Background: an optimization exercise with open tools, aiming at small area and a short achievable clock period. Do not read the settings as production practice.
No functional check of the RTL was part of any run shown here.
The clock input has no modelled driver; a real chip could not lean on it and would need a root buffer or a full tree.
Power figures rest on the tool's default switching activity, not on a simulated workload.

==> flow/design.v, too long to show whole: its modules and the start of the top module <==
// module ParallelFIR: 1066 lines
// module FullAdd: 5 lines
module ParallelFIR(input wire clk,
                   input wire signed [7:0] x,
                   output reg signed [17:0] y);
  // ...
==> flow/flow/run.sh <==
#!/bin/bash
# The standard layout with these changes to how it is made (the SDC and
# its clock period are unchanged):
#  - repair_timing keeps extra setup margin, so that it sizes the design for a
#    shorter achieved period;
#  - the clock tree uses larger sink clusters and no dummy loads, and after CTS
#    its branch level is removed and the root split in two (flatten_clock.tcl),
#    so every register is clocked through one root buffer and one leaf buffer;
#  - the port buffers are buf_2 cells.
# Each tool's full output is in the ORFS logs; make's output is in
# standard_cts.log and standard.log, the clock edit's in flatten_clock.log.
set -e
export SETUP_SLACK_MARGIN=7.95
export CTS_ARGS="-sink_clustering_enable -repair_clock_nets -dont_use_dummy_load -buf_list sky130_fd_sc_hd__clkbuf_16 -sink_clustering_size 30 -sink_clustering_max_diameter 200"
export BUFFER_PORTS_ARGS="-buffer_cell sky130_fd_sc_hd__buf_2"
bash standard.sh cts > standard_cts.log 2>&1
CLK_TWO_ROOTS=1 CTS_ODB=$PWD/orfs/results/$FLOW_PLATFORM/ParallelFIR/base/4_cts.odb openroad -no_init -exit flow/flatten_clock.tcl > flatten_clock.log 2>&1
bash standard.sh > standard.log 2>&1
==> flow/flow/flatten_clock.tcl <==
# Make the clock tree two levels deep: the leaf buffers that CTS hung below
# intermediate branch buffers are moved onto the root, and the branch buffers
# removed; then the leaves are split between two root buffers (east and west
# halves), each placed at the middle of its leaves.  Every register keeps the
# same structure (one root buffer + one leaf buffer) between the clock port and
# its clock pin.
set odb_file $::env(CTS_ODB)
read_db $odb_file
set block [ord::get_db_block]
set clk [$block findNet clk]
set roots {}
foreach it [$clk getITerms] { lappend roots [$it getInst] }
if {[llength $roots] != 1} { puts "root count [llength $roots], nothing done"; exit 0 }
set root [lindex $roots 0]
set rootnet [[$root findITerm X] getNet]
puts "root [$root getName] ([[$root getMaster] getName]) net [$rootnet getName]"
set mids {}
foreach it [$rootnet getITerms] {
  set inst [$it getInst]
  if {$inst eq $root} continue
  set m [[$inst getMaster] getName]
  if {![string match "sky130_fd_sc_hd__clkbuf_*" $m]} { puts "non-buffer load [$inst getName] $m, nothing done"; exit 0 }
  lappend mids $inst
}
set moved 0
foreach mid $mids {
  set out [[$mid findITerm X] getNet]
  set loads {}
  foreach it [$out getITerms] {
    if {[$it getInst] ne $mid} { lappend loads $it }
  }
  set ok 1
  foreach it $loads {
    if {![string match "sky130_fd_sc_hd__clkbuf_*" [[[$it getInst] getMaster] getName]]} { set ok 0 }
  }
  if {!$ok} { puts "[$mid getName] drives registers, kept"; continue }
  foreach it $loads {
    $it disconnect
    $it connect $rootnet
    incr moved
  }
  puts "removed [$mid getName] ([llength $loads] leaves)"
  odb::dbInst_destroy $mid
  odb::dbNet_destroy $out
}
puts "moved $moved leaf buffers onto [$rootnet getName]"

if {[info exists ::env(CLK_TWO_ROOTS)] && $::env(CLK_TWO_ROOTS)} {
  set leaves {}
  foreach it [$rootnet getITerms] {
    if {[$it getInst] ne $root} { lappend leaves $it }
  }
  if {[llength $leaves] >= 4} {
    # split by x at the median
    set xs {}
    foreach it $leaves { lappend xs [list [lindex [[$it getInst] getLocation] 0] $it] }
    set xs [lsort -integer -index 0 $xs]
    set half [expr {[llength $xs] / 2}]
    set west [lrange $xs 0 [expr {$half - 1}]]
    set east [lrange $xs $half end]
    set master [$root getMaster]
    set root2 [odb::dbInst_create $block $master "clkbuf_0b_clk"]
    set net2 [odb::dbNet_create $block "clknet_0b_clk"]
    $net2 setSigType CLOCK
    [$root2 findITerm A] connect $clk
    [$root2 findITerm X] connect $net2
    foreach e $east {
      set it [lindex $e 1]
      $it disconnect
      $it connect $net2
    }
    # place each root at the centroid of its leaves
    foreach pair [list [list $root $west] [list $root2 $east]] {
      set inst [lindex $pair 0]
      set sx 0; set sy 0; set n 0
      foreach e [lindex $pair 1] {
        set loc [[[lindex $e 1] getInst] getLocation]
        incr sx [lindex $loc 0]; incr sy [lindex $loc 1]; incr n
      }
      $inst setLocation [expr {$sx / $n}] [expr {$sy / $n}]
      $inst setPlacementStatus PLACED
    }
    puts "two roots: [llength $west] west, [llength $east] east leaves"
    detailed_placement
    check_placement
  }
}
write_db $odb_file
==> flow/standard.sh <==
#!/bin/bash
# synth_recipe.tcl (not shown) runs the flow's synth.tcl, then flattens the netlist and writes it again
# the make line also repeats each setting of config.mk as NAME=value (left out here)
make -C /OpenROAD-flow-scripts/flow DESIGN_CONFIG=/design/flow/config.mk WORK_HOME=/design/flow/orfs CLKGATE_MAP_FILE= SYNTH_SCRIPT=/design/flow/synth_recipe.tcl "${@:-finish}"
==> flow/config.mk <==
export PLATFORM = sky130hd
export DESIGN_NAME = ParallelFIR
export DESIGN_NICKNAME = ParallelFIR
export VERILOG_FILES = /design/flow/design.v
export SDC_FILE = /design/flow/constraint.sdc
export NUM_CORES = 4
export LEC_CHECK = 0
export CAP_MARGIN = 20
export CORE_MARGIN = 2
export CORE_UTILIZATION = 50
export SLEW_MARGIN = 20
export SYNTH_HIERARCHICAL = 1
export SYNTH_MINIMUM_KEEP_SIZE = 0
==> flow/constraint.sdc <==
create_clock -name core_clock -period 11.0 [get_ports {clk}]
set_input_delay 2.2000 -clock core_clock [delete_from_list [all_inputs] [get_ports {clk}]]
set_output_delay 2.2000 -clock core_clock [all_outputs]
set_load 0.01 [all_outputs]
==> run_results.csv, run 1 <==
group,metric,value,unit
global_route,grt_use_met1,0.2260,
sta,setup_viol,0,
status,status,"complete, no violations",
synth,synth_most_common_cell,"fa_1",
layout,diodes,0,
synth,ys_ff_latch,270,
clock_tree,clk_pin_slew,0.11,ns
synth,ys_top_cells_by_area,"fa_1, dfxtp_1, ha_1",
setup_path,cp.buffers_inverters,1,
layout,seq_share,0.3794,
setup_path,arrival,0.80,ns
sta,tightest_slew,0.6977,ns
layout,fin_util,0.5392,
layout,multi_input_area_share,0.5130,
layout,fin_cells,1268,
place,dp_cells,1257,
min_path,hold_start,"x15[0]",
synth,synth_common_cells,"fa_1, dfxtp_1, inv_1, ha_1",
layout,largest-register,"y",
setup_path,cp_top_family,"flip-flops",
route,top_layer,"met4",
global_route,grt_pass1_wl,36860,um
layout,largest_reg_flops,18,
setup_path,slowest_delay,0.33,ns
route,vias_per_cell,4.663,
layout,final_cell_mix,"fa_1, dfxtp_1, inv_1",
route,wl_met1,8718,um
layout,largestClassByArea,"multi-input combinational cells",
power_and_ir_drop,clock_power,0.471,mW
synth,synth_edf_count,0,
synth,yosys.area_share.simple,0.009183,
synth,yosys.area_share.xor_xnor,0.005844,
min_path,min_to,"x16[0]",
power_and_ir_drop,top_power_group,"combinational logic",
flow_run,maxCapViolations,0,
sta,min_period_over_period,0.2729,
global_route,grt-busiest-layer,"met2",
==> inputs of run 2 (changes only) <==
==> flow/design.v (replaced) <==
`timescale 1ns/1ns
module ParallelFIR(input wire clk,
                   input wire signed [7:0] x,
                   output reg signed [17:0] y);
  reg [7:0] x1, x2, x3, x4, x5, x6, x7, x8, x9, x10, x11, x12, x13, x14, x15, x16, x17;
  reg p4_0_0, p4_1_0, p4_1_1, p4_2_0, p4_2_1, p4_3_0, p4_3_1, p4_4_0, p4_4_1, p4_5_0, p4_5_1, p4_6_0, p4_6_1, p4_7_0, p4_7_1, p4_8_0, p4_8_1, p4_9_0, p4_9_1, p4_10_0, p4_10_1, p4_11_0, p4_11_1, p4_12_0, p3_0_0, p3_0_1, p3_1_0, p3_1_1, p3_2_0, p3_2_1, p3_3_0, p3_3_1, p3_4_0, p3_4_1, p3_5_0, p3_5_1, p3_6_0, p3_6_1, p3_7_0, p3_7_1, p3_8_0, p3_8_1, p3_9_0, p3_9_1, p3_10_0, p3_10_1, p3_11_0, p3_11_1, p3_12_0, p3_12_1, p3_13_0, p3_13_1, p3_14_0, p3_14_1, p2_0_0, p2_0_1, p2_1_0, p2_1_1, p2_2_0, p2_2_1, p2_3_0, p2_3_1, p2_4_0, p2_4_1, p2_5_0, p2_5_1, p2_6_0, p2_6_1, p2_7_0, p2_7_1, p2_8_0, p2_8_1, p2_9_0, p2_9_1, p2_10_0, p2_10_1, p2_11_0, p2_11_1, p2_12_0, p2_12_1, p2_13_0, p2_13_1, p2_14_0, p2_14_1, p2_15_0, p2_15_1, p2_16_0, p1_0_0, p1_0_1, p1_1_0, p1_1_1, p1_2_0, p1_2_1, p1_3_0, p1_3_1, p1_4_0, p1_4_1, p1_5_0, p1_5_1, p1_6_0, p1_6_1, p1_7_0, p1_7_1, p1_8_0, p1_8_1, p1_9_0, p1_9_1, p1_10_0, p1_10_1, p1_11_0, p1_11_1, p1_12_0, p1_12_1, p1_13_0, p1_13_1, p1_14_0, p1_14_1, p1_15_0, p1_15_1, p1_16_0, p1_16_1;
  wire [7:0] xo = {~x[7], x[6:0]};
  wire s1, c1;
  FullAdd u1 (.a(x12[2]), .b(x12[1]), .c(x13[0]), .s(s1), .co(c1));
  wire s2, c2;
  FullAdd u2 (.a(x12[3]), .b(x12[2]), .c(x12[0]), .s(s2), .co(c2));
  wire s3, c3;
  FullAdd u3 (.a(x13[1]), .b(x14[3]), .c(x14[1]), .s(s3), .co(c3));
  wire s4, c4;
  FullAdd u4 (.a(x12[4]), .b(x12[3]), .c(x12[1]), .s(s4), .co(c4));
  wire s5, c5;
  FullAdd u5 (.a(x13[2]), .b(x14[4]), .c(x14[2]), .s(s5), .co(c5));
  wire s6 = x15[5] ^ x16[4];
  wire c6 = x15[5] & x16[4];
  wire s7, c7;
  FullAdd u7 (.a(x12[5]), .b(x12[4]), .c(x12[2]), .s(s7), .co(c7));
  wire s8, c8;
  FullAdd u8 (.a(x13[3]), .b(x14[5]), .c(x14[3]), .s(s8), .co(c8));
  wire s9, c9;
  FullAdd u9 (.a(x15[6]), .b(x16[5]), .c(x17[5]), .s(s9), .co(c9));
  wire s10, c10;
  FullAdd u10 (.a(x12[6]), .b(x12[5]), .c(x12[3]), .s(s10), .co(c10));
  wire s11, c11;
  FullAdd u11 (.a(x13[4]), .b(x14[6]), .c(x14[4]), .s(s11), .co(c11));
  wire s12, c12;
  FullAdd u12 (.a(x15[7]), .b(x16[6]), .c(x17[6]), .s(s12), .co(c12));
  wire s13, c13;
  FullAdd u13 (.a(x12[7]), .b(x12[6]), .c(x12[4]), .s(s13), .co(c13));
  wire s14, c14;
  FullAdd u14 (.a(x13[5]), .b(x14[7]), .c(x14[5]), .s(s14), .co(c14));
  wire s15 = x16[7] ^ x17[7];
  wire c15 = x16[7] & x17[7];
  wire s16 = x12[7] ^ x12[5];
  wire c16 = x12[7] & x12[5];
  wire s17 = x12[0] ^ x14[0];
  wire c17 = x12[0] & x14[0];
  wire s18, c18;
  FullAdd u18 (.a(x12[1]), .b(x12[0]), .c(x14[1]), .s(s18), .co(c18));
  wire s19 = x15[2] ^ x16[1];
  wire c19 = x15[2] & x16[1];
  wire s20, c20;
  FullAdd u20 (.a(x14[2]), .b(x14[0]), .c(x15[3]), .s(s20), .co(c20));
  wire s21, c21;
  FullAdd u21 (.a(x16[2]), .b(x17[2]), .c(s1), .s(s21), .co(c21));
  wire s22, c22;
  FullAdd u22 (.a(x15[4]), .b(x16[3]), .c(x17[3]), .s(s22), .co(c22));
  wire s23, c23;
  FullAdd u23 (.a(c1), .b(s2), .c(s3), .s(s23), .co(c23));
  wire s24, c24;
  FullAdd u24 (.a(x17[4]), .b(s6), .c(c2), .s(s24), .co(c24));
  wire s25, c25;
  FullAdd u25 (.a(c3), .b(s4), .c(s5), .s(s25), .co(c25));
  wire s26, c26;
  FullAdd u26 (.a(c6), .b(c4), .c(c5), .s(s26), .co(c26));
  wire s27, c27;
  FullAdd u27 (.a(s7), .b(s8), .c(s9), .s(s27), .co(c27));
  wire s28, c28;
  FullAdd u28 (.a(c7), .b(c8), .c(c9), .s(s28), .co(c28));
  wire s29, c29;
  FullAdd u29 (.a(s10), .b(s11), .c(s12), .s(s29), .co(c29));
  wire s30, c30;
  FullAdd u30 (.a(s15), .b(c10), .c(c11), .s(s30), .co(c30));
  wire s31, c31;
  FullAdd u31 (.a(c12), .b(s13), .c(s14), .s(s31), .co(c31));
  wire s32, c32;
  FullAdd u32 (.a(x13[6]), .b(x14[6]), .c(c15), .s(s32), .co(c32));
  wire s33, c33;
  FullAdd u33 (.a(s16), .b(c13), .c(c14), .s(s33), .co(c33));
  wire s34, c34;
  FullAdd u34 (.a(x12[6]), .b(x13[7]), .c(x14[7]), .s(s34), .co(c34));
  wire s35 = x15[1] ^ x16[0];
  wire c35 = x15[1] & x16[0];
  wire s36, c36;
  FullAdd u36 (.a(x17[1]), .b(c17), .c(s19), .s(s36), .co(c36));
  wire s37, c37;
  FullAdd u37 (.a(c19), .b(c18), .c(s20), .s(s37), .co(c37));
  wire s38, c38;
  FullAdd u38 (.a(c20), .b(s22), .c(c21), .s(s38), .co(c38));
  wire s39, c39;
  FullAdd u39 (.a(c22), .b(c23), .c(s24), .s(s39), .co(c39));
  wire s40, c40;
  FullAdd u40 (.a(c24), .b(c25), .c(s26), .s(s40), .co(c40));
  wire s41, c41;
  FullAdd u41 (.a(c26), .b(c27), .c(s28), .s(s41), .co(c41));
  wire s42, c42;
  FullAdd u42 (.a(c28), .b(c29), .c(s30), .s(s42), .co(c42));
  wire s43, c43;
  FullAdd u43 (.a(s32), .b(c30), .c(c31), .s(s43), .co(c43));
  wire s44, c44;
  FullAdd u44 (.a(c16), .b(s34), .c(c32), .s(s44), .co(c44));
  wire s45 = x17[0] ^ s35;
  wire c45 = x17[0] & s35;
  wire s46, c46;
  FullAdd u46 (.a(c35), .b(s18), .c(s36), .s(s46), .co(c46));
  wire s47, c47;
  FullAdd u47 (.a(c36), .b(s37), .c(s21), .s(s47), .co(c47));
  wire s48, c48;
  FullAdd u48 (.a(c37), .b(s23), .c(s38), .s(s48), .co(c48));
  wire s49, c49;
  FullAdd u49 (.a(s25), .b(c38), .c(s39), .s(s49), .co(c49));
  wire s50, c50;
  FullAdd u50 (.a(s27), .b(c39), .c(s40), .s(s50), .co(c50));
  wire s51, c51;
  FullAdd u51 (.a(s29), .b(c40), .c(s41), .s(s51), .co(c51));
  wire s52, c52;
  FullAdd u52 (.a(s31), .b(c41), .c(s42), .s(s52), .co(c52));
  wire s53, c53;
  FullAdd u53 (.a(s33), .b(c42), .c(s43), .s(s53), .co(c53));
  wire s54, c54;
  FullAdd u54 (.a(c33), .b(s44), .c(c43), .s(s54), .co(c54));
  wire s55, c55;
  FullAdd u55 (.a(x12[7]), .b(c34), .c(c44), .s(s55), .co(c55));
  wire s56 = p4_4_0 ^ p4_4_1;
  wire c56 = p4_4_0 & p4_4_1;
  wire s57, c57;
  FullAdd u57 (.a(p4_5_0), .b(p4_5_1), .c(x9[4]), .s(s57), .co(c57));
  wire s58, c58;
  FullAdd u58 (.a(x9[1]), .b(x9[0]), .c(x10[2]), .s(s58), .co(c58));
  wire s59, c59;
  FullAdd u59 (.a(p4_6_0), .b(p4_6_1), .c(x9[5]), .s(s59), .co(c59));
  wire s60, c60;
  FullAdd u60 (.a(x9[2]), .b(x9[1]), .c(x10[3]), .s(s60), .co(c60));
  wire s61, c61;
  FullAdd u61 (.a(x11[6]), .b(x11[5]), .c(x11[3]), .s(s61), .co(c61));
  wire s62, c62;
  FullAdd u62 (.a(p4_7_0), .b(p4_7_1), .c(x9[6]), .s(s62), .co(c62));
  wire s63, c63;
  FullAdd u63 (.a(x9[3]), .b(x9[2]), .c(x10[4]), .s(s63), .co(c63));
  wire s64, c64;
  FullAdd u64 (.a(x11[7]), .b(x11[6]), .c(x11[4]), .s(s64), .co(c64));
  wire s65 = x11[2] ^ x12[5];
  wire c65 = x11[2] & x12[5];
  wire s66, c66;
  FullAdd u66 (.a(p4_8_0), .b(p4_8_1), .c(x9[7]), .s(s66), .co(c66));
  wire s67, c67;
  FullAdd u67 (.a(x9[4]), .b(x9[3]), .c(x10[5]), .s(s67), .co(c67));
  wire s68, c68;
  FullAdd u68 (.a(x11[7]), .b(x11[5]), .c(x11[3]), .s(s68), .co(c68));
  wire s69 = x12[6] ^ x12[4];
  wire c69 = x12[6] & x12[4];
  wire s70, c70;
  FullAdd u70 (.a(p4_9_0), .b(p4_9_1), .c(x9[5]), .s(s70), .co(c70));
  wire s71, c71;
  FullAdd u71 (.a(x9[4]), .b(x10[6]), .c(x11[6]), .s(s71), .co(c71));
  wire s72 = x11[4] ^ x12[7];
  wire c72 = x11[4] & x12[7];
  wire s73, c73;
  FullAdd u73 (.a(p4_10_0), .b(p4_10_1), .c(x9[6]), .s(s73), .co(c73));
  wire s74 = x9[5] ^ x10[7];
  wire c74 = x9[5] & x10[7];
  wire s75, c75;
  FullAdd u75 (.a(p4_3_0), .b(p4_3_1), .c(x9[2]), .s(s75), .co(c75));
  wire s76, c76;
  FullAdd u76 (.a(x9[3]), .b(x9[0]), .c(x10[1]), .s(s76), .co(c76));
  wire s77, c77;
  FullAdd u77 (.a(x11[4]), .b(x11[3]), .c(x11[1]), .s(s77), .co(c77));
  wire s78, c78;
  FullAdd u78 (.a(x11[5]), .b(x11[4]), .c(x11[2]), .s(s78), .co(c78));
  wire s79, c79;
  FullAdd u79 (.a(x11[0]), .b(x12[3]), .c(x12[1]), .s(s79), .co(c79));
  wire s80 = c56 ^ s57;
  wire c80 = c56 & s57;
  wire s81, c81;
  FullAdd u81 (.a(x11[1]), .b(x12[4]), .c(x12[2]), .s(s81), .co(c81));
  wire s82, c82;
  FullAdd u82 (.a(c57), .b(c58), .c(s59), .s(s82), .co(c82));
  wire n83 = ~x10[0];
  wire s84, c84;
  FullAdd u84 (.a(n83), .b(s60), .c(s61), .s(s84), .co(c84));
  wire s85, c85;
  FullAdd u85 (.a(x12[3]), .b(s65), .c(c59), .s(s85), .co(c85));
  wire s86, c86;
  FullAdd u86 (.a(c60), .b(c61), .c(s62), .s(s86), .co(c86));
  wire n87 = ~x10[1];
  wire s88, c88;
  FullAdd u88 (.a(n87), .b(s63), .c(s64), .s(s88), .co(c88));
  wire s89, c89;
  FullAdd u89 (.a(c65), .b(s69), .c(c62), .s(s89), .co(c89));
  wire s90, c90;
  FullAdd u90 (.a(c63), .b(c64), .c(s66), .s(s90), .co(c90));
  wire n91 = ~x10[2];
  wire s92, c92;
  FullAdd u92 (.a(n91), .b(s67), .c(s68), .s(s92), .co(c92));
  wire s93, c93;
  FullAdd u93 (.a(x12[5]), .b(c69), .c(s72), .s(s93), .co(c93));
  wire s94, c94;
  FullAdd u94 (.a(c66), .b(c67), .c(c68), .s(s94), .co(c94));
  wire n95 = ~x10[3];
  wire s96, c96;
  FullAdd u96 (.a(n95), .b(s70), .c(s71), .s(s96), .co(c96));
  wire s97, c97;
  FullAdd u97 (.a(x11[7]), .b(x11[5]), .c(x12[6]), .s(s97), .co(c97));
  wire s98, c98;
  FullAdd u98 (.a(c72), .b(s74), .c(c70), .s(s98), .co(c98));
  wire n99 = ~x10[4];
  wire s100, c100;
  FullAdd u100 (.a(n99), .b(c71), .c(s73), .s(s100), .co(c100));
  wire s101, c101;
  FullAdd u101 (.a(p4_11_0), .b(p4_11_1), .c(x9[7]), .s(s101), .co(c101));
  wire s102, c102;
  FullAdd u102 (.a(x9[6]), .b(x11[6]), .c(x12[7]), .s(s102), .co(c102));
  wire n103 = ~x10[5];
  wire s104, c104;
  FullAdd u104 (.a(n103), .b(c74), .c(c73), .s(s104), .co(c104));
  wire s105 = p4_12_0 ^ x9[7];
  wire c105 = p4_12_0 & x9[7];
  wire s106 = p4_1_0 ^ p4_1_1;
  wire c106 = p4_1_0 & p4_1_1;
  wire s107, c107;
  FullAdd u107 (.a(p4_2_0), .b(p4_2_1), .c(x9[1]), .s(s107), .co(c107));
  wire s108 = x11[2] ^ x11[1];
  wire c108 = x11[2] & x11[1];
  wire s109, c109;
  FullAdd u109 (.a(x10[0]), .b(x11[3]), .c(x11[2]), .s(s109), .co(c109));
  wire s110, c110;
  FullAdd u110 (.a(x11[0]), .b(x12[1]), .c(s75), .s(s110), .co(c110));
  wire s111, c111;
  FullAdd u111 (.a(x12[2]), .b(x12[0]), .c(s56), .s(s111), .co(c111));
  wire s112, c112;
  FullAdd u112 (.a(c75), .b(s76), .c(s77), .s(s112), .co(c112));
  wire s113, c113;
  FullAdd u113 (.a(c76), .b(c77), .c(s78), .s(s113), .co(c113));
  wire s114, c114;
  FullAdd u114 (.a(s79), .b(s58), .c(s80), .s(s114), .co(c114));
  wire s115, c115;
  FullAdd u115 (.a(c78), .b(c79), .c(s81), .s(s115), .co(c115));
  wire s116, c116;
  FullAdd u116 (.a(c80), .b(s82), .c(s84), .s(s116), .co(c116));
  wire s117, c117;
  FullAdd u117 (.a(c81), .b(c82), .c(c84), .s(s117), .co(c117));
  wire s118, c118;
  FullAdd u118 (.a(s85), .b(s86), .c(s88), .s(s118), .co(c118));
  wire s119, c119;
  FullAdd u119 (.a(c85), .b(c86), .c(c88), .s(s119), .co(c119));
  wire s120, c120;
  FullAdd u120 (.a(s89), .b(s90), .c(s92), .s(s120), .co(c120));
  wire s121, c121;
  FullAdd u121 (.a(s93), .b(c89), .c(c90), .s(s121), .co(c121));
  wire s122, c122;
  FullAdd u122 (.a(c92), .b(s94), .c(s96), .s(s122), .co(c122));
  wire s123, c123;
  FullAdd u123 (.a(s97), .b(c93), .c(c94), .s(s123), .co(c123));
  wire s124, c124;
  FullAdd u124 (.a(c96), .b(s98), .c(s100), .s(s124), .co(c124));
  wire s125, c125;
  FullAdd u125 (.a(c97), .b(s101), .c(s102), .s(s125), .co(c125));
  wire s126, c126;
  FullAdd u126 (.a(c98), .b(c100), .c(s104), .s(s126), .co(c126));
  wire s127, c127;
  FullAdd u127 (.a(x11[7]), .b(s105), .c(c101), .s(s127), .co(c127));
  wire n128 = ~x10[6];
  wire s129, c129;
  FullAdd u129 (.a(n128), .b(c102), .c(c104), .s(s129), .co(c129));
  wire s130 = x9[0] ^ x11[1];
  wire c130 = x9[0] & x11[1];
  wire s131, c131;
  FullAdd u131 (.a(x12[0]), .b(c106), .c(s108), .s(s131), .co(c131));
  wire s132, c132;
  FullAdd u132 (.a(c108), .b(c107), .c(s109), .s(s132), .co(c132));
  wire s133, c133;
  FullAdd u133 (.a(c109), .b(s111), .c(c110), .s(s133), .co(c133));
  wire s134, c134;
  FullAdd u134 (.a(c111), .b(c112), .c(s113), .s(s134), .co(c134));
  wire s135, c135;
  FullAdd u135 (.a(c113), .b(s115), .c(c114), .s(s135), .co(c135));
  wire s136, c136;
  FullAdd u136 (.a(c115), .b(c116), .c(s117), .s(s136), .co(c136));
  wire s137, c137;
  FullAdd u137 (.a(c117), .b(c118), .c(s119), .s(s137), .co(c137));
  wire s138, c138;
  FullAdd u138 (.a(c119), .b(c120), .c(s121), .s(s138), .co(c138));
  wire s139, c139;
  FullAdd u139 (.a(c121), .b(s123), .c(c122), .s(s139), .co(c139));
  wire s140, c140;
  FullAdd u140 (.a(s125), .b(c123), .c(c124), .s(s140), .co(c140));
  wire s141, c141;
  FullAdd u141 (.a(c125), .b(s127), .c(c126), .s(s141), .co(c141));
  wire s142, c142;
  FullAdd u142 (.a(c105), .b(c127), .c(c129), .s(s142), .co(c142));
  wire s143 = x11[0] ^ s130;
  wire c143 = x11[0] & s130;
  wire s144, c144;
  FullAdd u144 (.a(c130), .b(s107), .c(s131), .s(s144), .co(c144));
  wire s145, c145;
  FullAdd u145 (.a(c131), .b(s132), .c(s110), .s(s145), .co(c145));
  wire s146, c146;
  FullAdd u146 (.a(c132), .b(s112), .c(s133), .s(s146), .co(c146));
  wire s147, c147;
  FullAdd u147 (.a(s114), .b(c133), .c(s134), .s(s147), .co(c147));
  wire s148, c148;
  FullAdd u148 (.a(c134), .b(s116), .c(s135), .s(s148), .co(c148));
  wire s149, c149;
  FullAdd u149 (.a(s118), .b(c135), .c(s136), .s(s149), .co(c149));
  wire s150, c150;
  FullAdd u150 (.a(s120), .b(c136), .c(s137), .s(s150), .co(c150));
  wire s151, c151;
  FullAdd u151 (.a(s122), .b(c137), .c(s138), .s(s151), .co(c151));
  wire s152, c152;
  FullAdd u152 (.a(s124), .b(c138), .c(s139), .s(s152), .co(c152));
  wire s153, c153;
  FullAdd u153 (.a(s126), .b(c139), .c(s140), .s(s153), .co(c153));
  wire s154, c154;
  FullAdd u154 (.a(s129), .b(c140), .c(s141), .s(s154), .co(c154));
  wire n155 = ~x10[7];
  wire s156, c156;
  FullAdd u156 (.a(n155), .b(c141), .c(s142), .s(s156), .co(c156));
  wire s157 = 1'b1 ^ p3_4_0;
  wire c157 = 1'b1 & p3_4_0;
  wire s158 = 1'b1 ^ p3_5_0 ^ p3_5_1;
  wire c158 = (1'b1 & p3_5_0) | (1'b1 & p3_5_1) | (p3_5_0 & p3_5_1);
  wire s159, c159;
  FullAdd u159 (.a(x6[5]), .b(x6[4]), .c(x6[2]), .s(s159), .co(c159));
  wire s160 = 1'b1 ^ p3_6_0 ^ p3_6_1;
  wire c160 = (1'b1 & p3_6_0) | (1'b1 & p3_6_1) | (p3_6_0 & p3_6_1);
  wire s161, c161;
  FullAdd u161 (.a(x7[3]), .b(x8[5]), .c(x8[2]), .s(s161), .co(c161));
  wire s162, c162;
  FullAdd u162 (.a(x6[6]), .b(x6[5]), .c(x6[3]), .s(s162), .co(c162));
  wire s163, c163;
  FullAdd u163 (.a(p3_7_0), .b(p3_7_1), .c(x7[4]), .s(s163), .co(c163));
  wire s164, c164;
  FullAdd u164 (.a(x8[6]), .b(x8[3]), .c(x8[2]), .s(s164), .co(c164));
  wire s165, c165;
  FullAdd u165 (.a(x6[7]), .b(x6[6]), .c(x6[4]), .s(s165), .co(c165));
  wire n166 = ~x6[2];
  wire n167 = ~x7[1];
  wire s168 = n166 ^ n167;
  wire c168 = n166 & n167;
  wire s169, c169;
  FullAdd u169 (.a(p3_8_0), .b(p3_8_1), .c(x7[5]), .s(s169), .co(c169));
  wire s170, c170;
  FullAdd u170 (.a(x8[7]), .b(x8[4]), .c(x8[3]), .s(s170), .co(c170));
  wire s171, c171;
  FullAdd u171 (.a(x6[7]), .b(x6[5]), .c(x6[3]), .s(s171), .co(c171));
  wire s172 = 1'b1 ^ p3_9_0 ^ p3_9_1;
  wire c172 = (1'b1 & p3_9_0) | (1'b1 & p3_9_1) | (p3_9_0 & p3_9_1);
  wire s173, c173;
  FullAdd u173 (.a(x7[6]), .b(x8[5]), .c(x8[4]), .s(s173), .co(c173));
  wire s174, c174;
  FullAdd u174 (.a(p3_10_0), .b(p3_10_1), .c(x7[7]), .s(s174), .co(c174));
  wire s175 = 1'b1 ^ p3_1_0;
  wire c175 = 1'b1 & p3_1_0;
  wire s176 = 1'b1 ^ p3_2_0 ^ p3_2_1;
  wire c176 = (1'b1 & p3_2_0) | (1'b1 & p3_2_1) | (p3_2_0 & p3_2_1);
  wire s177 = 1'b1 ^ p3_3_0 ^ p3_3_1;
  wire c177 = (1'b1 & p3_3_0) | (1'b1 & p3_3_1) | (p3_3_0 & p3_3_1);
  wire s178, c178;
  FullAdd u178 (.a(x6[3]), .b(x6[2]), .c(x6[0]), .s(s178), .co(c178));
  wire s179, c179;
  FullAdd u179 (.a(p3_4_1), .b(x7[1]), .c(x8[3]), .s(s179), .co(c179));
  wire s180, c180;
  FullAdd u180 (.a(x6[4]), .b(x6[3]), .c(x6[1]), .s(s180), .co(c180));
  wire s181 = x8[0] ^ s157;
  wire c181 = x8[0] & s157;
  wire s182, c182;
  FullAdd u182 (.a(x7[2]), .b(x8[4]), .c(x8[1]), .s(s182), .co(c182));
  wire s183, c183;
  FullAdd u183 (.a(x8[0]), .b(c157), .c(s158), .s(s183), .co(c183));
  wire s184, c184;
  FullAdd u184 (.a(x6[0]), .b(x9[5]), .c(s159), .s(s184), .co(c184));
  wire s185, c185;
  FullAdd u185 (.a(x6[1]), .b(x7[0]), .c(x9[6]), .s(s185), .co(c185));
  wire s186, c186;
  FullAdd u186 (.a(x8[1]), .b(c158), .c(s160), .s(s186), .co(c186));
  wire n187 = ~s161;
  wire s188, c188;
  FullAdd u188 (.a(c159), .b(n187), .c(s162), .s(s188), .co(c188));
  wire s189, c189;
  FullAdd u189 (.a(x9[0]), .b(s168), .c(c160), .s(s189), .co(c189));
  wire s190, c190;
  FullAdd u190 (.a(c161), .b(s163), .c(s164), .s(s190), .co(c190));
  wire s191, c191;
  FullAdd u191 (.a(x9[7]), .b(c162), .c(s165), .s(s191), .co(c191));
  wire s192, c192;
  FullAdd u192 (.a(x9[1]), .b(c168), .c(c163), .s(s192), .co(c192));
  wire s193, c193;
  FullAdd u193 (.a(c164), .b(s169), .c(s170), .s(s193), .co(c193));
  wire s194, c194;
  FullAdd u194 (.a(x7[2]), .b(c165), .c(s171), .s(s194), .co(c194));
  wire s195, c195;
  FullAdd u195 (.a(x9[2]), .b(c169), .c(c170), .s(s195), .co(c195));
  wire s196, c196;
  FullAdd u196 (.a(x6[6]), .b(x6[4]), .c(x7[3]), .s(s196), .co(c196));
  wire n197 = ~c171;
  wire s198, c198;
  FullAdd u198 (.a(n197), .b(s172), .c(s173), .s(s198), .co(c198));
  wire s199, c199;
  FullAdd u199 (.a(x8[6]), .b(x8[5]), .c(x9[3]), .s(s199), .co(c199));
  wire s200, c200;
  FullAdd u200 (.a(c172), .b(c173), .c(s174), .s(s200), .co(c200));
  wire s201, c201;
  FullAdd u201 (.a(x6[7]), .b(x6[5]), .c(x7[4]), .s(s201), .co(c201));
  wire s202 = 1'b1 ^ p3_11_0 ^ p3_11_1;
  wire c202 = (1'b1 & p3_11_0) | (1'b1 & p3_11_1) | (p3_11_0 & p3_11_1);
  wire s203, c203;
  FullAdd u203 (.a(x8[7]), .b(x8[6]), .c(x9[4]), .s(s203), .co(c203));
  wire n204 = ~c174;
  wire s205, c205;
  FullAdd u205 (.a(x6[6]), .b(x7[5]), .c(n204), .s(s205), .co(c205));
  wire s206 = 1'b1 ^ p3_12_0 ^ p3_12_1;
  wire c206 = (1'b1 & p3_12_0) | (1'b1 & p3_12_1) | (p3_12_0 & p3_12_1);
  wire n207 = ~x8[7];
  wire s208, c208;
  FullAdd u208 (.a(x6[7]), .b(x7[6]), .c(n207), .s(s208), .co(c208));
  wire s209 = 1'b1 ^ p3_0_0;
  wire c209 = 1'b1 & p3_0_0;
  wire s210, c210;
  FullAdd u210 (.a(p3_1_1), .b(x8[0]), .c(s175), .s(s210), .co(c210));
  wire n211 = ~x6[1];
  wire n212 = ~x6[0];
  wire s213 = n211 ^ n212;
  wire c213 = n211 & n212;
  wire s214, c214;
  FullAdd u214 (.a(x8[1]), .b(c175), .c(s176), .s(s214), .co(c214));
  wire s215, c215;
  FullAdd u215 (.a(x6[2]), .b(x6[1]), .c(x9[2]), .s(s215), .co(c215));
  wire s216, c216;
  FullAdd u216 (.a(x7[0]), .b(x8[2]), .c(c176), .s(s216), .co(c216));
  wire n217 = ~s177;
  wire s218, c218;
  FullAdd u218 (.a(x9[3]), .b(n217), .c(s178), .s(s218), .co(c218));
  wire s219, c219;
  FullAdd u219 (.a(c177), .b(s179), .c(s181), .s(s219), .co(c219));
  wire s220, c220;
  FullAdd u220 (.a(x9[4]), .b(c178), .c(s180), .s(s220), .co(c220));
  wire s221, c221;
  FullAdd u221 (.a(c179), .b(s182), .c(c181), .s(s221), .co(c221));
  wire n222 = ~s183;
  wire s223, c223;
  FullAdd u223 (.a(c180), .b(n222), .c(s184), .s(s223), .co(c223));
  wire s224, c224;
  FullAdd u224 (.a(c182), .b(c183), .c(s186), .s(s224), .co(c224));
  wire s225, c225;
  FullAdd u225 (.a(s185), .b(c184), .c(s188), .s(s225), .co(c225));
  wire s226, c226;
  FullAdd u226 (.a(c186), .b(s189), .c(s190), .s(s226), .co(c226));
  wire s227, c227;
  FullAdd u227 (.a(c185), .b(s191), .c(c188), .s(s227), .co(c227));
  wire s228, c228;
  FullAdd u228 (.a(c189), .b(c190), .c(s192), .s(s228), .co(c228));
  wire n229 = ~s193;
  wire s230, c230;
  FullAdd u230 (.a(c191), .b(n229), .c(s194), .s(s230), .co(c230));
  wire s231, c231;
  FullAdd u231 (.a(c192), .b(c193), .c(s195), .s(s231), .co(c231));
  wire n232 = ~s198;
  wire s233, c233;
  FullAdd u233 (.a(s196), .b(c194), .c(n232), .s(s233), .co(c233));
  wire s234, c234;
  FullAdd u234 (.a(s199), .b(c195), .c(c198), .s(s234), .co(c234));
  wire n235 = ~s200;
  wire s236, c236;
  FullAdd u236 (.a(c196), .b(s201), .c(n235), .s(s236), .co(c236));
  wire s237, c237;
  FullAdd u237 (.a(c199), .b(s202), .c(s203), .s(s237), .co(c237));
  wire n238 = ~c200;
  wire s239, c239;
  FullAdd u239 (.a(c201), .b(n238), .c(s205), .s(s239), .co(c239));
  wire s240, c240;
  FullAdd u240 (.a(x9[5]), .b(c202), .c(c203), .s(s240), .co(c240));
  wire n241 = ~s206;
  wire s242, c242;
  FullAdd u242 (.a(n241), .b(s208), .c(c205), .s(s242), .co(c242));
  wire s243, c243;
  FullAdd u243 (.a(p3_13_0), .b(p3_13_1), .c(x9[6]), .s(s243), .co(c243));
  wire n244 = ~c206;
  wire s245, c245;
  FullAdd u245 (.a(x7[7]), .b(n244), .c(c208), .s(s245), .co(c245));
  wire s246 = 1'b1 ^ p3_14_0 ^ p3_14_1;
  wire c246 = (1'b1 & p3_14_0) | (1'b1 & p3_14_1) | (p3_14_0 & p3_14_1);
  wire s247 = p3_0_1 ^ s209;
  wire c247 = p3_0_1 & s209;
  wire s248, c248;
  FullAdd u248 (.a(c209), .b(s213), .c(s210), .s(s248), .co(c248));
  wire s249, c249;
  FullAdd u249 (.a(c213), .b(c210), .c(s214), .s(s249), .co(c249));
  wire n250 = ~c215;
  wire s251, c251;
  FullAdd u251 (.a(n250), .b(c214), .c(s216), .s(s251), .co(c251));
  wire n252 = ~c216;
  wire s253, c253;
  FullAdd u253 (.a(n252), .b(s220), .c(c218), .s(s253), .co(c253));
  wire n254 = ~c220;
  wire s255, c255;
  FullAdd u255 (.a(n254), .b(c219), .c(s221), .s(s255), .co(c255));
  wire n256 = ~c223;
  wire s257, c257;
  FullAdd u257 (.a(c221), .b(n256), .c(s224), .s(s257), .co(c257));
  wire n258 = ~c225;
  wire s259, c259;
  FullAdd u259 (.a(c224), .b(s226), .c(n258), .s(s259), .co(c259));
  wire n260 = ~c227;
  wire s261, c261;
  FullAdd u261 (.a(c226), .b(n260), .c(s228), .s(s261), .co(c261));
  wire n262 = ~c230;
  wire s263, c263;
  FullAdd u263 (.a(c228), .b(s231), .c(n262), .s(s263), .co(c263));
  wire n264 = ~c233;
  wire s265, c265;
  FullAdd u265 (.a(c231), .b(s234), .c(n264), .s(s265), .co(c265));
  wire n266 = ~c236;
  wire s267, c267;
  FullAdd u267 (.a(s237), .b(c234), .c(n266), .s(s267), .co(c267));
  wire n268 = ~c239;
  wire s269, c269;
  FullAdd u269 (.a(c237), .b(s240), .c(n268), .s(s269), .co(c269));
  wire n270 = ~s245;
  wire s271, c271;
  FullAdd u271 (.a(s243), .b(c240), .c(n270), .s(s271), .co(c271));
  wire s272, c272;
  FullAdd u272 (.a(x9[7]), .b(c243), .c(s246), .s(s272), .co(c272));
  wire n273 = ~x9[0];
  wire s274 = n212 ^ n273;
  wire c274 = n212 & n273;
  wire n275 = ~x9[1];
  wire s276, c276;
  FullAdd u276 (.a(n275), .b(c247), .c(s248), .s(s276), .co(c276));
  wire n277 = ~s215;
  wire s278, c278;
  FullAdd u278 (.a(n277), .b(c248), .c(s249), .s(s278), .co(c278));
  wire n279 = ~s218;
  wire s280, c280;
  FullAdd u280 (.a(n279), .b(c249), .c(s251), .s(s280), .co(c280));
  wire n281 = ~s253;
  wire s282, c282;
  FullAdd u282 (.a(s219), .b(c251), .c(n281), .s(s282), .co(c282));
  wire n283 = ~s255;
  wire s284, c284;
  FullAdd u284 (.a(c253), .b(s223), .c(n283), .s(s284), .co(c284));
  wire n285 = ~s225;
  wire s286, c286;
  FullAdd u286 (.a(c255), .b(n285), .c(s257), .s(s286), .co(c286));
  wire n287 = ~s227;
  wire s288, c288;
  FullAdd u288 (.a(n287), .b(c257), .c(s259), .s(s288), .co(c288));
  wire n289 = ~s230;
  wire s290, c290;
  FullAdd u290 (.a(n289), .b(c259), .c(s261), .s(s290), .co(c290));
  wire n291 = ~s233;
  wire s292, c292;
  FullAdd u292 (.a(n291), .b(c261), .c(s263), .s(s292), .co(c292));
  wire n293 = ~s236;
  wire s294, c294;
  FullAdd u294 (.a(n293), .b(c263), .c(s265), .s(s294), .co(c294));
  wire n295 = ~s239;
  wire s296, c296;
  FullAdd u296 (.a(n295), .b(c265), .c(s267), .s(s296), .co(c296));
  wire n297 = ~s242;
  wire s298, c298;
  FullAdd u298 (.a(n297), .b(c267), .c(s269), .s(s298), .co(c298));
  wire n299 = ~c242;
  wire s300, c300;
  FullAdd u300 (.a(n299), .b(s271), .c(c269), .s(s300), .co(c300));
  wire n301 = ~c245;
  wire s302, c302;
  FullAdd u302 (.a(n301), .b(s272), .c(c271), .s(s302), .co(c302));
  wire s303 = 1'b1 ^ c246 ^ c272;
  wire c303 = (1'b1 & c246) | (1'b1 & c272) | (c246 & c272);
  wire s304 = p2_3_0 ^ p2_3_1;
  wire c304 = p2_3_0 & p2_3_1;
  wire s305, c305;
  FullAdd u305 (.a(p2_4_0), .b(p2_4_1), .c(x1[3]), .s(s305), .co(c305));
  wire s306, c306;
  FullAdd u306 (.a(x2[4]), .b(x3[3]), .c(x3[1]), .s(s306), .co(c306));
  wire s307, c307;
  FullAdd u307 (.a(p2_5_0), .b(x1[4]), .c(x2[5]), .s(s307), .co(c307));
  wire s308, c308;
  FullAdd u308 (.a(x3[4]), .b(x3[2]), .c(x4[2]), .s(s308), .co(c308));
  wire s309 = x5[4] ^ x5[3];
  wire c309 = x5[4] & x5[3];
  wire s310, c310;
  FullAdd u310 (.a(p2_6_1), .b(x1[5]), .c(x2[6]), .s(s310), .co(c310));
  wire s311, c311;
  FullAdd u311 (.a(x3[5]), .b(x3[3]), .c(x4[3]), .s(s311), .co(c311));
  wire s312, c312;
  FullAdd u312 (.a(x5[5]), .b(x5[4]), .c(x5[2]), .s(s312), .co(c312));
  wire s313, c313;
  FullAdd u313 (.a(p2_7_0), .b(p2_7_1), .c(x1[6]), .s(s313), .co(c313));
  wire s314, c314;
  FullAdd u314 (.a(x2[7]), .b(x3[6]), .c(x3[4]), .s(s314), .co(c314));
  wire s315, c315;
  FullAdd u315 (.a(x4[4]), .b(x5[6]), .c(x5[5]), .s(s315), .co(c315));
  wire s316, c316;
  FullAdd u316 (.a(p2_8_0), .b(p2_8_1), .c(x1[7]), .s(s316), .co(c316));
  wire s317, c317;
  FullAdd u317 (.a(x3[7]), .b(x3[5]), .c(x4[5]), .s(s317), .co(c317));
  wire s318 = x5[7] ^ x5[6];
  wire c318 = x5[7] & x5[6];
  wire s319, c319;
  FullAdd u319 (.a(p2_9_0), .b(p2_9_1), .c(x3[6]), .s(s319), .co(c319));
  wire s320, c320;
  FullAdd u320 (.a(p2_2_0), .b(p2_2_1), .c(x1[1]), .s(s320), .co(c320));
  wire s321, c321;
  FullAdd u321 (.a(x1[2]), .b(x2[3]), .c(x3[2]), .s(s321), .co(c321));
  wire s322, c322;
  FullAdd u322 (.a(x3[0]), .b(x4[0]), .c(x5[2]), .s(s322), .co(c322));
  wire s323, c323;
  FullAdd u323 (.a(x4[1]), .b(x5[3]), .c(x5[2]), .s(s323), .co(c323));
  wire s324, c324;
  FullAdd u324 (.a(x5[0]), .b(x6[2]), .c(x6[0]), .s(s324), .co(c324));
  wire s325 = c304 ^ s305;
  wire c325 = c304 & s305;
  wire s326, c326;
  FullAdd u326 (.a(x5[1]), .b(x6[3]), .c(x6[1]), .s(s326), .co(c326));
  wire s327, c327;
  FullAdd u327 (.a(s309), .b(c305), .c(c306), .s(s327), .co(c327));
  wire n328 = ~p2_5_1;
  wire s329, c329;
  FullAdd u329 (.a(n328), .b(s307), .c(s308), .s(s329), .co(c329));
  wire s330, c330;
  FullAdd u330 (.a(x6[4]), .b(x6[2]), .c(c309), .s(s330), .co(c330));
  wire s331, c331;
  FullAdd u331 (.a(c307), .b(c308), .c(s310), .s(s331), .co(c331));
  wire n332 = ~p2_6_0;
  wire s333, c333;
  FullAdd u333 (.a(n332), .b(s311), .c(s312), .s(s333), .co(c333));
  wire s334, c334;
  FullAdd u334 (.a(x5[3]), .b(x6[5]), .c(x6[3]), .s(s334), .co(c334));
  wire s335, c335;
  FullAdd u335 (.a(c310), .b(c311), .c(c312), .s(s335), .co(c335));
  wire s336, c336;
  FullAdd u336 (.a(s313), .b(s314), .c(s315), .s(s336), .co(c336));
  wire s337, c337;
  FullAdd u337 (.a(x5[4]), .b(x6[6]), .c(x6[4]), .s(s337), .co(c337));
  wire s338, c338;
  FullAdd u338 (.a(s318), .b(c313), .c(c314), .s(s338), .co(c338));
  wire s339, c339;
  FullAdd u339 (.a(c315), .b(s316), .c(s317), .s(s339), .co(c339));
  wire s340, c340;
  FullAdd u340 (.a(x4[6]), .b(x5[7]), .c(x5[5]), .s(s340), .co(c340));
  wire s341, c341;
  FullAdd u341 (.a(x6[7]), .b(x6[5]), .c(c318), .s(s341), .co(c341));
  wire s342, c342;
  FullAdd u342 (.a(c316), .b(c317), .c(s319), .s(s342), .co(c342));
  wire s343, c343;
  FullAdd u343 (.a(p2_10_0), .b(p2_10_1), .c(x3[7]), .s(s343), .co(c343));
  wire s344, c344;
  FullAdd u344 (.a(x4[7]), .b(x5[6]), .c(x6[6]), .s(s344), .co(c344));
  wire s345, c345;
  FullAdd u345 (.a(p2_1_0), .b(p2_1_1), .c(x1[0]), .s(s345), .co(c345));
  wire s346, c346;
  FullAdd u346 (.a(x2[2]), .b(x3[1]), .c(x5[1]), .s(s346), .co(c346));
  wire s347 = x5[0] ^ x6[0];
  wire c347 = x5[0] & x6[0];
  wire s348, c348;
  FullAdd u348 (.a(x5[1]), .b(x6[1]), .c(s304), .s(s348), .co(c348));
  wire s349, c349;
  FullAdd u349 (.a(c320), .b(s321), .c(s322), .s(s349), .co(c349));
  wire s350, c350;
  FullAdd u350 (.a(c321), .b(c322), .c(s323), .s(s350), .co(c350));
  wire s351, c351;
  FullAdd u351 (.a(s324), .b(s306), .c(s325), .s(s351), .co(c351));
  wire s352, c352;
  FullAdd u352 (.a(c323), .b(c324), .c(s326), .s(s352), .co(c352));
  wire s353, c353;
  FullAdd u353 (.a(c325), .b(s327), .c(s329), .s(s353), .co(c353));
  wire s354, c354;
  FullAdd u354 (.a(c326), .b(s330), .c(c327), .s(s354), .co(c354));
  wire s355, c355;
  FullAdd u355 (.a(c329), .b(s331), .c(s333), .s(s355), .co(c355));
  wire s356, c356;
  FullAdd u356 (.a(s334), .b(c330), .c(c331), .s(s356), .co(c356));
  wire s357, c357;
  FullAdd u357 (.a(c333), .b(s335), .c(s336), .s(s357), .co(c357));
  wire s358, c358;
  FullAdd u358 (.a(c334), .b(s337), .c(c335), .s(s358), .co(c358));
  wire s359, c359;
  FullAdd u359 (.a(c336), .b(s338), .c(s339), .s(s359), .co(c359));
  wire s360, c360;
  FullAdd u360 (.a(c337), .b(s340), .c(s341), .s(s360), .co(c360));
  wire s361, c361;
  FullAdd u361 (.a(c338), .b(c339), .c(s342), .s(s361), .co(c361));
  wire s362, c362;
  FullAdd u362 (.a(c340), .b(c319), .c(s343), .s(s362), .co(c362));
  wire s363, c363;
  FullAdd u363 (.a(s344), .b(c341), .c(c342), .s(s363), .co(c363));
  wire s364, c364;
  FullAdd u364 (.a(p2_11_0), .b(p2_11_1), .c(x5[7]), .s(s364), .co(c364));
  wire s365, c365;
  FullAdd u365 (.a(x6[7]), .b(c343), .c(c344), .s(s365), .co(c365));
  wire s366 = x2[1] ^ x3[0];
  wire c366 = x2[1] & x3[0];
  wire s367, c367;
  FullAdd u367 (.a(s347), .b(c345), .c(s346), .s(s367), .co(c367));
  wire s368, c368;
  FullAdd u368 (.a(c347), .b(c346), .c(s348), .s(s368), .co(c368));
  wire s369, c369;
  FullAdd u369 (.a(c348), .b(c349), .c(s350), .s(s369), .co(c369));
  wire s370, c370;
  FullAdd u370 (.a(c350), .b(s352), .c(c351), .s(s370), .co(c370));
  wire s371, c371;
  FullAdd u371 (.a(c352), .b(s354), .c(c353), .s(s371), .co(c371));
  wire s372, c372;
  FullAdd u372 (.a(c354), .b(c355), .c(s356), .s(s372), .co(c372));
  wire s373, c373;
  FullAdd u373 (.a(c356), .b(s358), .c(c357), .s(s373), .co(c373));
  wire s374, c374;
  FullAdd u374 (.a(s360), .b(c358), .c(c359), .s(s374), .co(c374));
  wire s375, c375;
  FullAdd u375 (.a(s362), .b(c360), .c(c361), .s(s375), .co(c375));
  wire s376, c376;
  FullAdd u376 (.a(s364), .b(c362), .c(s365), .s(s376), .co(c376));
  wire s377, c377;
  FullAdd u377 (.a(p2_12_0), .b(p2_12_1), .c(c364), .s(s377), .co(c377));
  wire s378 = p2_0_0 ^ p2_0_1;
  wire c378 = p2_0_0 & p2_0_1;
  wire s379, c379;
  FullAdd u379 (.a(x5[0]), .b(s366), .c(s345), .s(s379), .co(c379));
  wire s380, c380;
  FullAdd u380 (.a(c366), .b(s320), .c(s367), .s(s380), .co(c380));
  wire s381, c381;
  FullAdd u381 (.a(c367), .b(s349), .c(s368), .s(s381), .co(c381));
  wire s382, c382;
  FullAdd u382 (.a(c368), .b(s351), .c(s369), .s(s382), .co(c382));
  wire s383, c383;
  FullAdd u383 (.a(c369), .b(s353), .c(s370), .s(s383), .co(c383));
  wire s384, c384;
  FullAdd u384 (.a(s355), .b(c370), .c(s371), .s(s384), .co(c384));
  wire s385, c385;
  FullAdd u385 (.a(s357), .b(c371), .c(s372), .s(s385), .co(c385));
  wire s386, c386;
  FullAdd u386 (.a(s359), .b(c372), .c(s373), .s(s386), .co(c386));
  wire s387, c387;
  FullAdd u387 (.a(s361), .b(c373), .c(s374), .s(s387), .co(c387));
  wire s388, c388;
  FullAdd u388 (.a(s363), .b(c374), .c(s375), .s(s388), .co(c388));
  wire s389, c389;
  FullAdd u389 (.a(c363), .b(s376), .c(c375), .s(s389), .co(c389));
  wire s390, c390;
  FullAdd u390 (.a(c365), .b(s377), .c(c376), .s(s390), .co(c390));
  wire s391, c391;
  FullAdd u391 (.a(p2_13_0), .b(p2_13_1), .c(c377), .s(s391), .co(c391));
  wire s392 = p2_14_0 ^ p2_14_1;
  wire c392 = p2_14_0 & p2_14_1;
  wire s393 = p2_15_0 ^ p2_15_1;
  wire c393 = p2_15_0 & p2_15_1;
  wire s394 = p1_1_0 ^ p1_1_1;
  wire c394 = p1_1_0 & p1_1_1;
  wire n395 = ~x1[1];
  wire s396, c396;
  FullAdd u396 (.a(p1_2_0), .b(p1_2_1), .c(n395), .s(s396), .co(c396));
  wire n397 = ~x1[2];
  wire s398, c398;
  FullAdd u398 (.a(p1_3_0), .b(p1_3_1), .c(n397), .s(s398), .co(c398));
  wire n399 = ~x1[3];
  wire s400, c400;
  FullAdd u400 (.a(p1_4_0), .b(p1_4_1), .c(n399), .s(s400), .co(c400));
  wire n401 = ~x1[4];
  wire s402, c402;
  FullAdd u402 (.a(p1_5_0), .b(p1_5_1), .c(n401), .s(s402), .co(c402));
  wire n403 = ~x1[5];
  wire s404, c404;
  FullAdd u404 (.a(p1_6_0), .b(p1_6_1), .c(n403), .s(s404), .co(c404));
  wire n405 = ~x1[6];
  wire s406, c406;
  FullAdd u406 (.a(p1_7_0), .b(p1_7_1), .c(n405), .s(s406), .co(c406));
  wire n407 = ~x1[7];
  wire s408, c408;
  FullAdd u408 (.a(p1_8_0), .b(p1_8_1), .c(n407), .s(s408), .co(c408));
  wire s409 = p1_9_0 ^ p1_9_1;
  wire c409 = p1_9_0 & p1_9_1;
  wire s410 = p1_10_0 ^ p1_10_1;
  wire c410 = p1_10_0 & p1_10_1;
  wire s411 = p1_11_0 ^ p1_11_1;
  wire c411 = p1_11_0 & p1_11_1;
  wire s412 = p1_12_0 ^ p1_12_1;
  wire c412 = p1_12_0 & p1_12_1;
  wire s413 = p1_13_0 ^ p1_13_1;
  wire c413 = p1_13_0 & p1_13_1;
  wire s414 = p1_14_0 ^ p1_14_1;
  wire c414 = p1_14_0 & p1_14_1;
  wire s415 = p1_15_0 ^ p1_15_1;
  wire c415 = p1_15_0 & p1_15_1;
  wire s416 = p1_16_0 ^ p1_16_1;
  wire c416 = p1_16_0 & p1_16_1;
  wire [17:0] r0 = {c416, c415, c414, c413, c412, c411, c410, c409, c408, c406, c404, c402, c400, c398, c396, c394, s394, p1_0_0};
  wire [17:0] r1 = {1'b1, s416, s415, s414, s413, s412, s411, s410, s409, s408, s406, s404, s402, s400, s398, s396, ~x1[0], p1_0_1};
  wire [17:0] gp = r0 & r1;
  wire [17:0] pp = r0 ^ r1;
  wire g417 = gp[1] | (pp[1] & gp[0]);
  wire g418 = gp[3] | (pp[3] & gp[2]);
  wire q418 = pp[3] & pp[2];
  wire g419 = gp[5] | (pp[5] & gp[4]);
  wire q419 = pp[5] & pp[4];
  wire g420 = gp[7] | (pp[7] & gp[6]);
  wire q420 = pp[7] & pp[6];
  wire g421 = gp[9] | (pp[9] & gp[8]);
  wire q421 = pp[9] & pp[8];
  wire g422 = gp[11] | (pp[11] & gp[10]);
  wire q422 = pp[11] & pp[10];
  wire g423 = gp[13] | (pp[13] & gp[12]);
  wire q423 = pp[13] & pp[12];
  wire g424 = gp[15] | (pp[15] & gp[14]);
  wire q424 = pp[15] & pp[14];
  wire g425 = gp[17] | (pp[17] & gp[16]);
  wire q425 = pp[17] & pp[16];
  wire g426 = gp[2] | (pp[2] & g417);
  wire g427 = g418 | (q418 & g417);
  wire g428 = gp[6] | (pp[6] & g419);
  wire q428 = pp[6] & q419;
  wire g429 = g420 | (q420 & g419);
  wire q429 = q420 & q419;
  wire g430 = gp[10] | (pp[10] & g421);
  wire q430 = pp[10] & q421;
  wire g431 = g422 | (q422 & g421);
  wire q431 = q422 & q421;
  wire g432 = gp[14] | (pp[14] & g423);
  wire q432 = pp[14] & q423;
  wire g433 = g424 | (q424 & g423);
  wire q433 = q424 & q423;
  wire g434 = gp[4] | (pp[4] & g427);
  wire g435 = g419 | (q419 & g427);
  wire g436 = g428 | (q428 & g427);
  wire g437 = g429 | (q429 & g427);
  wire g438 = gp[12] | (pp[12] & g431);
  wire q438 = pp[12] & q431;
  wire g439 = g423 | (q423 & g431);
  wire q439 = q423 & q431;
  wire g440 = g432 | (q432 & g431);
  wire q440 = q432 & q431;
  wire g441 = g433 | (q433 & g431);
  wire q441 = q433 & q431;
  wire g442 = gp[8] | (pp[8] & g437);
  wire g443 = g421 | (q421 & g437);
  wire g444 = g430 | (q430 & g437);
  wire g445 = g431 | (q431 & g437);
  wire g446 = g438 | (q438 & g437);
  wire g447 = g439 | (q439 & g437);
  wire g448 = g440 | (q440 & g437);
  wire g449 = g441 | (q441 & g437);
  wire g450 = gp[16] | (pp[16] & g449);
  wire g451 = g425 | (q425 & g449);
  wire [17:0] cy = {g450, g449, g448, g447, g446, g445, g444, g443, g442, g437, g436, g435, g434, g427, g426, g417, gp[0], 1'b0};
  wire [17:0] sum = pp ^ cy;
  always @(posedge clk) begin
    x1 <= xo;
    x2 <= x1;
    x3 <= ~x2;
    x4 <= x3;
    x5 <= ~x4;
    x6 <= x5;
    x7 <= x6;
    x8 <= x7;
    x9 <= x8;
    x10 <= x9;
    x11 <= ~x10;
    x12 <= ~x11;
    x13 <= ~x12;
    x14 <= x13;
    x15 <= ~x14;
    x16 <= x15;
    x17 <= ~x16;
    p4_0_0 <= x15[0];
    p4_1_0 <= s45;
    p4_1_1 <= s17;
    p4_2_0 <= c45;
    p4_2_1 <= s46;
    p4_3_0 <= c46;
    p4_3_1 <= s47;
    p4_4_0 <= c47;
    p4_4_1 <= s48;
    p4_5_0 <= c48;
    p4_5_1 <= s49;
    p4_6_0 <= c49;
    p4_6_1 <= s50;
    p4_7_0 <= c50;
    p4_7_1 <= s51;
    p4_8_0 <= c51;
    p4_8_1 <= s52;
    p4_9_0 <= c52;
    p4_9_1 <= s53;
    p4_10_0 <= c53;
    p4_10_1 <= s54;
    p4_11_0 <= c54;
    p4_11_1 <= s55;
    p4_12_0 <= c55;
    p3_0_0 <= p4_0_0;
    p3_0_1 <= x11[0];
    p3_1_0 <= s143;
    p3_1_1 <= s106;
    p3_2_0 <= c143;
    p3_2_1 <= s144;
    p3_3_0 <= c144;
    p3_3_1 <= s145;
    p3_4_0 <= c145;
    p3_4_1 <= s146;
    p3_5_0 <= c146;
    p3_5_1 <= s147;
    p3_6_0 <= c147;
    p3_6_1 <= s148;
    p3_7_0 <= c148;
    p3_7_1 <= s149;
    p3_8_0 <= c149;
    p3_8_1 <= s150;
    p3_9_0 <= c150;
    p3_9_1 <= s151;
    p3_10_0 <= c151;
    p3_10_1 <= s152;
    p3_11_0 <= c152;
    p3_11_1 <= s153;
    p3_12_0 <= c153;
    p3_12_1 <= s154;
    p3_13_0 <= c154;
    p3_13_1 <= s156;
    p3_14_0 <= c156;
    p3_14_1 <= c142;
    p2_0_0 <= s274;
    p2_0_1 <= s247;
    p2_1_0 <= c274;
    p2_1_1 <= s276;
    p2_2_0 <= c276;
    p2_2_1 <= s278;
    p2_3_0 <= c278;
    p2_3_1 <= s280;
    p2_4_0 <= c280;
    p2_4_1 <= s282;
    p2_5_0 <= c282;
    p2_5_1 <= s284;
    p2_6_0 <= c284;
    p2_6_1 <= s286;
    p2_7_0 <= c286;
    p2_7_1 <= s288;
    p2_8_0 <= c288;
    p2_8_1 <= s290;
    p2_9_0 <= c290;
    p2_9_1 <= s292;
    p2_10_0 <= c292;
    p2_10_1 <= s294;
    p2_11_0 <= c294;
    p2_11_1 <= s296;
    p2_12_0 <= c296;
    p2_12_1 <= s298;
    p2_13_0 <= c298;
    p2_13_1 <= s300;
    p2_14_0 <= c300;
    p2_14_1 <= s302;
    p2_15_0 <= c302;
    p2_15_1 <= s303;
    p2_16_0 <= c303;
    p1_0_0 <= s378;
    p1_0_1 <= x2[0];
    p1_1_0 <= c378;
    p1_1_1 <= s379;
    p1_2_0 <= c379;
    p1_2_1 <= s380;
    p1_3_0 <= c380;
    p1_3_1 <= s381;
    p1_4_0 <= c381;
    p1_4_1 <= s382;
    p1_5_0 <= c382;
    p1_5_1 <= s383;
    p1_6_0 <= c383;
    p1_6_1 <= s384;
    p1_7_0 <= c384;
    p1_7_1 <= s385;
    p1_8_0 <= c385;
    p1_8_1 <= s386;
    p1_9_0 <= c386;
    p1_9_1 <= s387;
    p1_10_0 <= c387;
    p1_10_1 <= s388;
    p1_11_0 <= c388;
    p1_11_1 <= s389;
    p1_12_0 <= c389;
    p1_12_1 <= s390;
    p1_13_0 <= c390;
    p1_13_1 <= s391;
    p1_14_0 <= c391;
    p1_14_1 <= s392;
    p1_15_0 <= c392;
    p1_15_1 <= s393;
    p1_16_0 <= c393;
    p1_16_1 <= p2_16_0;
    y <= sum;
  end
endmodule
module FullAdd(input wire a, input wire b, input wire c,
               output wire s, output wire co);
  assign s = a ^ b ^ c;
  assign co = (a & b) | (a & c) | (b & c);
endmodule
==> run_results.csv, run 2 <==
group,metric,value,unit
synth,yosys_warnings,7,
sta,timing.fmax,0.3328,GHz
layout,drive_above_1_share,0.08408,
synth,async_reset_ff_frac,0,
layout,area_delta_synth_final,6.956,%
place,place_hpwl,17150,um
route,drt_first_pass_iters,4,
synth,ys_types,27,
synth,synth_fa_ha_area_frac,0.5216,
layout,final_common_cell,"fa_1",
power_and_ir_drop,power.density,318.9,nW/um^2
route,vias_per_cell,4.741,
layout,largest_reg_flops,18,
setup_path,worstSetupPathType,"reg2out",
synth,synth_top_family_by_area,"adder cells",
synth,synthMuxAreaShare,0.0007459,
power_and_ir_drop,p_leak,6.309,nW
setup_path,cpMaxStageDelayCell,"dfxtp_2",
clock_tree,clk_pin_slew,0.11,ns
route,antenna_left,0,
route,drc_errors,0,
global_route,grt_max_degree,31,
setup_path,critPathRequiredTime,8.80,ns
clock_tree,insertion_delay,0.35,ns
setup_path,cp_top_family,"flip-flops",
sta,slew_headroom,0.5321,
floorplanning,die_x,167.8,um
sta,finalHoldViolations,0,
place,io_buffers,26,
synth,synth_area_leader_cell,"fa_1",
synth,synth_common_cells,"fa_1, dfxtp_1, inv_1, ha_1, a21oi_1",
global_route,antenna_found_initial,0,
synth,synth_compound_area_frac,0.01221,
synth,synth_seq_area_share,0.4088,
synth,syn_area,13420,um^2
layout,largest-register,"y",
floorplanning,fp.dieH,167.8,um
sta,period_needed,3.004,ns
setup_path,cp.buffers_inverters,1,
layout,nets,1277,
floorplanning,core_area,26210,um^2
setup_path,arrival,0.80,ns
global_route,grt_pass1_wl,37540,um
layout,final_cell_mix,"fa_1, dfxtp_1, inv_1",
synth,yosys.area_share.xor_xnor,0.005874,
power_and_ir_drop,peakVddDrop,0.0001419,V
layout,fin_util,0.5477,
synth,netlist_instances,852,
min_path,hp-class,"reg2reg",
synth,ys_top_cells_by_area,"fa_1, dfxtp_1, ha_1",
floorplanning,start_util,0.5121,
status,status,"complete, no violations",
setup_path,crit_chain,"buf_2",
sta,tightest_slew,0.6977,ns
setup_path,critPathLaunchType,"register",
synth,synth_most_common_cell,"fa_1",
global_route,track_usage,0.1727,
sta,rsz0062_at_grt,"true",
layout,diodes,0,
route,drt-initial-drc-count,176,
floorplanning,rows,59,
sta,clock_skew,0.06463,ns
clock_tree,cts.sinks,274,
sta,final.setup.tns,0,ns
route,wl_per_cell,16.81,um
synth,synth_edf_count,0,
sta,min_period_over_period,0.2731,
sta,setup_viol,0,
synth,synth_top_area_frac,0.4610,
clock_tree,hold_buffers,0,
synth,syn_nets,1235,
sta,finalMaxSlewViolations,0,
floorplanning,pin_count,27,
route,via_count,5817,
setup_path,crit_fanout,1,
setup_path,slowest_delay,0.33,ns
synth,ys_ff_latch,274,
route,wirelength,20630,um
flow_run,maxCapViolations,0,
floorplanning,dieArea,28170,um^2
synth,yosys.area_share.simple,0.009138,
synth,synth_area_per_cell,15.75,um^2
synth,ys.flop_type,"dfxtp_1",
global_route,grt_overflow_total,0,
global_route,grt_pass1_vias,7293,
place,routabilityCongestion,0.7592,
setup_path,cp-end-kind,"output port",
[run 2: cell count changes in the layout (fill, tap and decap cells not counted), sizes merged, moves of 2 or more]
| cell | previous run | this run |
|---|---|---|
| buf | 26 | 28 |
| dfxtp | 270 | 274 |
| inv | 190 | 149 |
| nand2 | 5 | 3 |
| nor3 | 2 | 4 |
[run 2: through the flow]
step | hold slack, ns | cell area (um^2) | power [mW] | std cells | worst slack [ns]
after floorplan | 0.3096 | 13420 | 3.465 | 852 | 8.083
after global placement | 0.3152 | 13970 | 4.146 | 1213 | 7.754
after CTS | 0.2935 | 14330 | 4.740 | 1226 | 7.835
final | 0.2923 | 14350 | 4.577 | 1227 | 7.996
after detailed placement | 0.3138 | 13970 | 4.194 | 1213 | 7.686
after global routing | 0.3034 | 14350 | 5.222 | 1227 | 7.917
[run 2: routing by layer]
metal  up-vias  wire [um]  global-route usage  part of all wire
li1       2621          -                   -                 -
met1      3145       9258              0.2345              0.45
met2        37      10640              0.2988              0.52
met3        14        412             0.02421             0.020
met4         0        312             0.03970             0.015
met5         -          0                   0                 0
[run 2: worst reg2reg max path: stages, from the launching register on]
cell and delay (ns):
dfxtp_2 0.51, fa_1 0.48, fa_1 0.50, fa_1 0.44, fa_1 0.54, fa_1 0.40
[run 2: kinds of logic (layout without fill, tap and decap cells)]
family                     Yosys count  after routing
AOI/OAI and AO/OA                   22             22
xor gates and xnor gates             9              9
adders and majority gates          374            374
buffers and inverters              149            189
DFF                                274            274
muxes                                1              1
and+or+nand+nor                     23             23
[run 2: final cells by class]
class / count / area, um^2
tap: 335 / 419.2
inverter: 149 / 559.3
timing repair buffer: 28 / 157.7
sequential: 274 / 5520
multi-input combinational: 429 / 7396
buffer: 1 / 25.02
fill: 2125 / 11850
clock buffer: 11 / 275.3
[run 2: report_power, final]
| group | total (mW) | leakage, nW | internal (mW) | switching, mW |
|---|---|---|---|---|
| sequential | 1.51 | 2.31 | 1.36 | 0.154 |
| combinational | 2.58 | 3.85 | 1.23 | 1.35 |
| clock | 0.484 | 0.148 | 0.198 | 0.286 |
| total | 4.58 | 6.31 | 2.79 | 1.79 |
[run 2: path summary, 6_finish.rpt]
check | slack [ns] | endpoint | cells after the start | start
worst max register to register | 8.03 | p3_9_1 | 5 | x9[7]
worst max-delay path | 8.00 | y[15] | 1 | y[15]
worst min-delay path | 0.29 | x14[6] | 0 | x13[6]
worst min register to register | 0.29 | x14[6] | 0 | x13[6]
[run 2: what timing repair did]
| item | CTS | global route |
|---|---|---|
| buffers inserted | 0 | 2 |
| pin swaps | 0 | 2 |
| setup endpoints to repair | 38 | 13 |
| resized for setup | 17 | 18 |
[run 2: per-module statistics from Yosys, one instance, submodules excluded]
module | area (um^2) | times used | flops+latches | cells
ParallelFIR | 7333 | 1 | 274 | 548
FullAdd | 20.02 | 304 | 0 | 1

[separate check: timing with driven ports]
Ports are ideal in the flow. The routed layouts listed here were re-timed in OpenROAD.
Step 1 (the two cells are an assumption about what drives the block):
set clk [get_ports {clk}]
set_driving_cell -lib_cell sky130_fd_sc_hd__clkbuf_16 $clk
set_driving_cell -lib_cell sky130_fd_sc_hd__buf_2 [delete_from_list [all_inputs] $clk]
Step 2 adds t to the input delays and takes it off the output delays; t is the mean of the earliest and latest rising clock arrival at the registers after step 1. Input paths then give back, and output paths get back, about the clock's delay inside the block.
Three values: no drivers, after step 1, after step 2; two values: the first two.
run | t (ns) | slack for setup (ns) | worst setup path at the end | cell pins on the clock port's net
run 1 | 0.404 | 7.998 / 7.936 / 8.024 | register to register | 2
run 2 | 0.386 | 7.996 / 7.928 / 8.034 | register to register | 2
After both steps setup and hold are still met in every run listed.
